This is an optimization exercise on Yosys and OpenROAD, whose aim is small area, a short achievable clock period and few clock cycles per item, not a production implementation.
No functional check of the RTL was part of any run shown here.

==> flow/design.v, too long to show whole: its modules and the start of the top module <==
// module logarithm: 1648 lines
// module log_fa: 4 lines
// module log_xor: 3 lines
// module log_maj: 3 lines
// module log_a22oi: 3 lines
// module log_and: 3 lines
// module log_nand: 3 lines
// module log_nor: 3 lines
// module log_inv: 3 lines
// module log_aoi21: 3 lines
// module log_oai21: 3 lines
// module log_xnor: 3 lines
// module log_or: 3 lines
module logarithm #(
	parameter n = 16,
	parameter m = 24,
	parameter k = 5 ,
	parameter p = 24
) (
	input        clk  ,  
	input        reset,  
	input        start,
	input  [0:n] x    ,
	output [1:p] y    ,
	output       done
);
  // ...
==> flow/flow/run.sh <==
#!/bin/bash
# Standard layout, with the smallest buffer on the ports instead of the
# delay buffer that buffer_ports picks by default.
set -e
export BUFFER_PORTS_ARGS="-buffer_cell sky130_fd_sc_hd__buf_1"
bash standard.sh finish > standard_flow.log 2>&1
==> flow/standard.sh <==
#!/bin/bash
# synth_recipe.tcl (not shown) runs the flow's synth.tcl, then flattens the netlist and writes it again
# the make line also repeats each setting of config.mk as NAME=value (left out here)
make -C /OpenROAD-flow-scripts/flow DESIGN_CONFIG=/design/flow/config.mk WORK_HOME=/design/flow/orfs CLKGATE_MAP_FILE= SYNTH_SCRIPT=/design/flow/synth_recipe.tcl "${@:-finish}"
==> flow/config.mk <==
export PLATFORM = sky130hd
export DESIGN_NAME = logarithm
export DESIGN_NICKNAME = logarithm
export VERILOG_FILES = /design/flow/design.v
export SDC_FILE = /design/flow/constraint.sdc
export NUM_CORES = 4
export LEC_CHECK = 0
export CAP_MARGIN = 20
export CORE_MARGIN = 2
export CORE_UTILIZATION = 40
export CTS_BUF_LIST = sky130_fd_sc_hd__clkbuf_4 sky130_fd_sc_hd__clkbuf_8
export SETUP_SLACK_MARGIN = 3.8
export SLEW_MARGIN = 60
export SYNTH_HIERARCHICAL = 1
export SYNTH_MINIMUM_KEEP_SIZE = 0
==> flow/constraint.sdc <==
create_clock -name core_clock -period 9.0 [get_ports {clk}]
set_input_delay 1.8000 -clock core_clock [delete_from_list [all_inputs] [get_ports {clk}]]
set_output_delay 1.8000 -clock core_clock [all_outputs]
set_load 0.01 [all_outputs]
==> reports/results.txt, run 1 <==
The flow ran to the end and the layout has no timing, DRC or antenna violations. In the final layout, the share of cells above drive strength 1 is 11.3%. In this run the critical register-to-register path is launched from f[16]$_DFF_P_.

Simple-gate share of the synthesized area: 20.9%. The die is 173 um wide. The register with the most flip-flops in the layout has 24 of them. In this run, synthesis produced a sequential element count of 50. After synthesis, the largest family of logic cells by area is adder cells.

Leading area contributor after synthesis: sky130_fd_sc_hd__fa_1. Synthesized-area fraction occupied by adder cells: 38.6%. The congestion estimate from routability-driven global placement came to 0.893. After synthesis, the share of cell area in mux cells is 0%. Sequential elements use 11.0% of the synthesized area. Summing all flip-flop and latch instances after layout gives 1260 um^2. The logs give 0 for the count of max-cap constraint violations and 62 for the count of standard-cell rows.

During tapcell insertion the tool placed 384 well taps. The tools report the worst-case hold path end point as sr[16]$_SDFFCE_PP0P_. Synthesis produced 1380 cells. The number of placed instances, taps included, is 1743. For met2 alone, demand over resource in global routing was 36.5%. The worst path uses 55.0% of the clock period. The sequential share of cell area works out to 10.4%. The type of element launching the critical path was a flip-flop.

For met3 alone, demand over resource in global routing was 3.55%. The library cells used most frequently in the layout, excluding fill and tap cells, are sky130_fd_sc_hd__nand2_1 (396), sky130_fd_sc_hd__fa_1 (209), sky130_fd_sc_hd__inv_1 (95). The die covers 30100 um^2.

In the global route stage, met1 resource usage came out at 30.1%. Detailed placement finished with a half-perimeter wire length of 23.7 mm. Final worst hold slack: 0.569 ns. Across every metal layer, demand over resource in global routing totals 22.2%.

Setup repair after global routing could not meet its margin everywhere. The logs give 7 for the number of warnings reported in the yosys synthesis log and 52.9 mm for the global-route wire length before repair. The layout has 5 clock buffers. The initial antenna violation count was 0; the number of nets with antenna violations after detailed routing was 0.

After global routing, the most crowded layer is met2. For this block, wires on met1 add up to 14.0 mm.
==> inputs of run 2 (changes only) <==
--- a/flow/design.v
+++ b/flow/design.v
@@ -1572,40 +1572,26 @@
 	log_xor u_sum45 (pp_[45], cy[45], t[45]);
 	log_xor u_sum46 (pp_[46], cy[46], t[46]);
 	log_xor u_sum47 (pp_[47], cy[47], t[47]);
 	log_xor u_sum48 (pp_[48], cy[48], t[48]);
 	log_xor u_sum49 (pp_[49], cy[49], t[49]);
 	assign t[23:0] = 24'd0;
 	wire [25:0] s  = t[49:24];
 	wire        b  = f >= 24'd6949351;
-	wire ge1 = f >= 24'd742791;
-	wire ge2 = f >= 24'd1518468;
-	wire ge3 = f >= 24'd2328488;
-	wire ge4 = f >= 24'd3174369;
-	wire ge5 = f >= 24'd4057702;
-	wire ge6 = f >= 24'd4980142;
-	wire ge7 = f >= 24'd5943423;
-	wire ge8 = b;
-	wire ge9 = f >= 24'd7999816;
-	wire ge10 = f >= 24'd9096789;
-	wire ge11 = f >= 24'd10242329;
-	wire ge12 = f >= 24'd11438586;
-	wire ge13 = f >= 24'd12687807;
-	wire ge14 = f >= 24'd13992335;
-	wire ge15 = f >= 24'd15354619;
-	wire tb0 = ge8;
-	wire tb1 = (tb0 ? ge12 : ge4);
-	wire tb2 = (tb0 ? (tb1 ? ge14 : ge10) : (tb1 ? ge6 : ge2));
-	wire tb3 = (tb0 ? (tb1 ? (tb2 ? ge15 : ge13) : (tb2 ? ge11 : ge9)) : (tb1 ? (tb2 ? ge7 : ge5) : (tb2 ? ge3 : ge1)));
-	wire [3:0] tbits = {tb0, tb1, tb2, tb3};
-	reg  [20:0] sr;          
-	reg  [3:0] q;           
+	wire ge1 = f >= 24'd3174369;
+	wire ge2 = b;
+	wire ge3 = f >= 24'd11438586;
+	wire tb0 = ge2;
+	wire tb1 = (tb0 ? ge3 : ge1);
+	wire [1:0] tbits = {tb0, tb1};
+	reg  [22:0] sr;          
+	reg  [1:0] q;           
 	reg         dn;          
-	wire        last = sr[20] & ~dn;
+	wire        last = sr[22] & ~dn;
 	wire        ld = dn;
 	wire        sh = ~ld & b;    
 	wire        sk = ~ld & ~b;   
 	wire [23:0] fs;              
 	log_a22oi u_sel0 (sh, s[1], sk, s[0], fs[0]);
 	log_a22oi u_sel1 (sh, s[2], sk, s[1], fs[1]);
 	log_a22oi u_sel2 (sh, s[3], sk, s[2], fs[2]);
 	log_a22oi u_sel3 (sh, s[4], sk, s[3], fs[3]);
@@ -1634,22 +1620,22 @@
 	always @(posedge clk or negedge reset) begin
 		if (~reset)
 			dn <= 1'b1;
 		else if (start | last)
 			dn <= ~start;
 	end
 	always @(posedge clk) begin
 		if (start | (~dn & ~last))
-			sr <= start ? 21'd1 : {sr[19:0], b};
+			sr <= start ? 23'd1 : {sr[21:0], b};
 		if (last)
 			q <= tbits;
 	end
 	assign done = dn;
-	assign y    = {sr[19:0], q};
+	assign y    = {sr[21:0], q};
 endmodule
 module log_fa (input a, input b, input c, output s, output co);
 	assign s  = a ^ b ^ c;
 	assign co = (a & b) | (a & c) | (b & c);
 endmodule
 module log_xor (input a, input b, output y);
 	assign y = a ^ b;
 endmodule
==> reports/results.txt, run 2 <==
The flow ran to the end and the layout has no timing, DRC or antenna violations. The tools report the number of clock buffers inserted by TritonCTS as 5 (unchanged). The post-placement cell area was 11100 um^2 (was 12000 um^2); the count of antenna diodes in the layout was 0 (unchanged). The tools report the global-route wire length before repair as 45.1 mm (was 52.9 mm). The run gives 0 (unchanged) as the setup violation total in the final timing report. Leading cell types by count after synthesis: sky130_fd_sc_hd__nand2_1 (391), sky130_fd_sc_hd__fa_1 (209), sky130_fd_sc_hd__inv_1 (94), sky130_fd_sc_hd__xor2_1 (92), sky130_fd_sc_hd__nor2_1 (85) (was sky130_fd_sc_hd__nand2_1 (397), sky130_fd_sc_hd__fa_1 (209), sky130_fd_sc_hd__nor2_1 (98), sky130_fd_sc_hd__inv_1 (96), sky130_fd_sc_hd__xor2_1 (92)). For the final worst hold slack, the log shows 0.566 ns (was 0.569 ns). The proportion of synthesized flip-flops having asynchronous set or reset is 2.00% (unchanged), and the number of warnings reported in the yosys synthesis log is 7 (unchanged). The run gives 8770 um^2 (was 9520 um^2) as the footprint of the multi-input gates. The leading area contributor after synthesis is sky130_fd_sc_hd__fa_1 (unchanged). The largest fanout of any net on the critical path works out to 27 (was 30). TritonCTS built the clock tree. The synthesized netlist cell count is 1259 (was 1380). Mean post-synth cell area: 8.56 um^2 (was 8.32 um^2). The vertical extent of the die works out to 168 um (was 173 um). The maximum clock insertion buffer count is 2 (unchanged).

Origin of the critical flop-to-flop path: f[20]$_DFF_P_ (was f[16]$_DFF_P_). The number of hold buffers added after cts is 0 (unchanged). The tools report the kind of end point of the critical path as a flip-flop (unchanged). The design area was 11300 um^2 (was 12200 um^2). The length of the first detailed-routing pass in iterations was 5 (unchanged); the aggregate global-route resource usage was 20.0% (was 22.2%). The run gives 26700 um^2 (was 28500 um^2) as the area of the core. The half-perimeter wire length after detailed placement was 20.0 mm (was 23.7 mm); the insertion delay to the later sink of the worst-skew pair was 0.34 ns (was 0.33 ns).

Beginning of the worst hold path: sr[0]$_SDFFCE_PP1P_ (was sr[15]$_SDFFCE_PP0P_). The via density per instance was 5.19 (was 5.42). Leading post-synthesis cells by cell area: sky130_fd_sc_hd__fa_1 (39%), sky130_fd_sc_hd__nand2_1 (14%), sky130_fd_sc_hd__xor2_1 (7.5%) (was sky130_fd_sc_hd__fa_1 (36%), sky130_fd_sc_hd__nand2_1 (13%), sky130_fd_sc_hd__xor2_1 (7.0%)). Post-synth design cell area: 10800 um^2 (was 11500 um^2). The category of the most critical setup path was flip-flop to flip-flop (unchanged).

Sequential-to-total area share from yosys stat: 11.7% (was 11.0%). The final routed DRC violation total is 0 (unchanged). The ratio of final minimum period to clock period is 54.5% (was 55.0%), and the worst clock skew is 0.0162 ns (was 0.00841 ns). Biggest registers after layout: f (24), sr (23), q (2) (was f (24), sr (21), q (4)).

The clock sink count is 50 (unchanged). The routed via count is 8225 (was 9501). The register name with the most flops is f (unchanged). The type of element launching the critical path is a flip-flop (unchanged).

The final weighted congestion in routability-driven placement is 0.832 (was 0.893), and the data required time of the critical path is 9.29 ns (was 9.28 ns). The number of design-rule violations left by the first detailed-router iteration is 600 (was 826). The register clock-pin slew on the reported worst setup and hold paths is 0.12 ns (was 0.10 ns), and the fraction of layout cells with a size suffix above 1 is 12.0% (was 11.3%).

The tools report the beginning of the critical path as f[20]$_DFF_P_ (was f[16]$_DFF_P_). The sum of routed wire length over all layers is 26.8 mm (was 32.5 mm), and the end-of-flow core utilization is 42.4% (was 42.8%). The worst setup slack after placement was 3.72 ns (was 3.54 ns); the initial antenna violation count was 0 (unchanged). The run gives 0 (unchanged) as the sum of overflow across all layers after global routing. The remaining max-slew budget at the tightest pin came out at 66.6% (was 64.1%). The number of synthesized register bits is 50 (unchanged), and the post-layout net count is 1473 (was 1596). The highest attainable clock frequency is 204 MHz (was 202 MHz). The total of fill cells in the finished design is 2674 (was 2862). The number of enable flip-flop cells after synthesis is 25 (unchanged). The CTS root buffer is sky130_fd_sc_hd__clkbuf_8 (unchanged).

The shortest clock period the worst path allows after layout works out to 4.91 ns (was 4.95 ns). The most used flip-flop cell after synthesis was sky130_fd_sc_hd__edfxtp_1 (unchanged). Setup TNS: 0 ns (unchanged). The run gives 1280 um^2 (was 1260 um^2) as the flip-flop and latch area. Cell with the most instances after synthesis: sky130_fd_sc_hd__nand2_1 (unchanged). The worst setup margin was 4.09 ns (was 4.05 ns). The area share of the largest cell type after synthesis is 38.8% (was 36.4%), and the count of max-cap constraint violations is 0 (unchanged). The mean routed wirelength per cell came out at 16.9 um (was 18.5 um). Count of standard-cell rows: 60 (was 62).

The type of the worst min-delay path is flip-flop to flip-flop (unchanged). The count of final max-slew check failures was 0 (unchanged). The run gives 8769 (was 9765) as the via count of the first global-routing pass.

The flip-flop count of the largest register after layout was 24 (unchanged); the critical path data arrival time was 5.20 ns (was 5.23 ns). The H-tree depth came out at 2 (unchanged). The largest net degree at the start of global routing was 29 (was 38). The most common library cell in the layout ignoring fill and taps was sky130_fd_sc_hd__nand2_1 (unchanged). The slew at the pin with the worst max-slew slack was 0.501 ns (was 0.525 ns).

The horizontal die dimension was 168 um (was 173 um). Most used cells in the layout excluding fill and tap cells: sky130_fd_sc_hd__nand2_1 (390), sky130_fd_sc_hd__fa_1 (209), sky130_fd_sc_hd__inv_1 (93) (was sky130_fd_sc_hd__nand2_1 (396), sky130_fd_sc_hd__fa_1 (209), sky130_fd_sc_hd__inv_1 (95)). Count of endpoints failing hold in the final timing report: 0 (unchanged). Setup repair after global routing left no endpoint under its margin.

The number of distinct library cells after synthesis came out at 39 (was 58). The logs give 40.3% (about the same) for the effective utilization at floorplan and 28300 um^2 (was 30100 um^2) for the die area. The number of nets with antenna violations after detailed routing was 0 (unchanged); the post-synthesis to final-layout area growth was 5.08% (was 6.15%). The number of buffers inserted by port buffering was 44 (unchanged); the I/O pin count was 45 (unchanged).
run 2: metrics by stage:
stage                     cells
after floorplan            1264
after global placement     1575
after detailed placement   1577
after CTS                  1586
after global routing       1586
final                      1586
run 2: worst paths after layout:
kind,end,slack (ns),cells past startpoint
worst min-delay path,sr[1]$_SDFFCE_PP0P_,0.57,1
max in group asynchronous,dn$_DFFE_PN1P_,7.60,1
min in group asynchronous,dn$_DFFE_PN1P_,1.38,1
worst min register to register,sr[1]$_SDFFCE_PP0P_,0.57,1
worst max register to register,f[13]$_DFF_P_,4.09,18
worst max-delay path,f[13]$_DFF_P_,4.09,18
run 2: per-module statistics from Yosys (local to each module, per instance), a selection:
module | copies in the design | cells | flops+latches | area [um^2]
log_a22oi | 24 | 1 | 0 | 12.5
log_aoi21 | 48 | 1 | 0 | 8.76
log_fa | 209 | 1 | 0 | 20.0
log_inv | 53 | 1 | 0 | 3.75
log_maj | 22 | 1 | 0 | 11.3
log_nand | 83 | 1 | 0 | 3.75
log_oai21 | 52 | 1 | 0 | 5.00
log_or | 22 | 1 | 0 | 6.26
log_xnor | 22 | 1 | 0 | 8.76
log_xor | 69 | 1 | 0 | 8.76
logarithm | 1 | 577 | 50 | 3620
run 2: per-layer routing:
| metal | vias up | global-route usage, % | share of wire [%] |
|---|---|---|---|
| li1 | 3827 | - | - |
| met1 | 4159 | 27.0 | 45 |
| met2 | 208 | 34.4 | 49 |
| met3 | 31 | 2.44 | 4.1 |
| met4 | 0 | 4.76 | 1.9 |
| met5 | - | 0 | 0 |
run 2: kinds of logic (layout without fill, tap and decap cells):
group	count (synthesis)	in the layout	synth area share, %
other cells	1	6	0.0348
flops	50	50	11.7
buf+inv	191	172	7.59
xor+xnor	115	115	9.35
fa+ha+maj	231	231	41.1
simple gates	534	534	20.0
compound gates	137	137	10.2
run 2: worst max-delay path: stages, from the launching register on:
cell and delay (ns):
sky130_fd_sc_hd__dfxtp_1 0.32, sky130_fd_sc_hd__buf_4 0.32, sky130_fd_sc_hd__nand2_1 0.13, sky130_fd_sc_hd__fa_1 0.57, sky130_fd_sc_hd__fa_1 0.43, sky130_fd_sc_hd__fa_1 0.43
sky130_fd_sc_hd__fa_1 0.48, sky130_fd_sc_hd__maj3_2 0.33, sky130_fd_sc_hd__nand2_1 0.11, sky130_fd_sc_hd__nand2_1 0.09, sky130_fd_sc_hd__nor2_1 0.16, sky130_fd_sc_hd__nand2_1 0.28
sky130_fd_sc_hd__nor2_1 0.29, sky130_fd_sc_hd__a21oi_4 0.09, sky130_fd_sc_hd__buf_12 0.16, sky130_fd_sc_hd__o21ai_1 0.17, sky130_fd_sc_hd__xor2_1 0.30, sky130_fd_sc_hd__a22oi_2 0.12
sky130_fd_sc_hd__nand2_1 0.06
run 2: final cells by class:
cell class,instances,share of cell area (%)
multi-input cells,1023,77.4
well taps,341,3.77
inverters,95,3.15
flip-flops and latches,50,11.3
clock buffers,5,0.608
repair buffers,69,3.33
clock inverters,3,0.420
run 2: repair_timing:
action | 4_1_cts | 5_1_grt
gates resized for setup | 1 | 6
endpoints found under the setup margin | 17 | 17
buffers inserted | 1 | 0

## re-timing with driven ports
The flow's constraints put no driver on any port. The routed layouts listed below were extracted and timed again, unchanged, in two steps. Step 1, drivers: a clkbuf_16 drives clk and a buf_2 each remaining input, both assumed. Step 2 adds t to the input delays and takes it off the output delays; t is the mean of the earliest and latest rising clock arrival at the registers after step 1. Input paths then give back, and output paths get back, about the clock's delay inside the block. a / b / c = ideal ports / drivers / drivers and shift; a / b = the first two.
run | shift t [ns] | setup WS [ns] | worst setup path at the end | pins driven straight from the clock port
run 1 | 0.365 | 4.053 / 4.053 / 4.053 | register to register | 1
run 2 | 0.370 | 4.092 / 4.092 / 4.092 | register to register | 1
After both steps setup and hold are still met in every run listed.
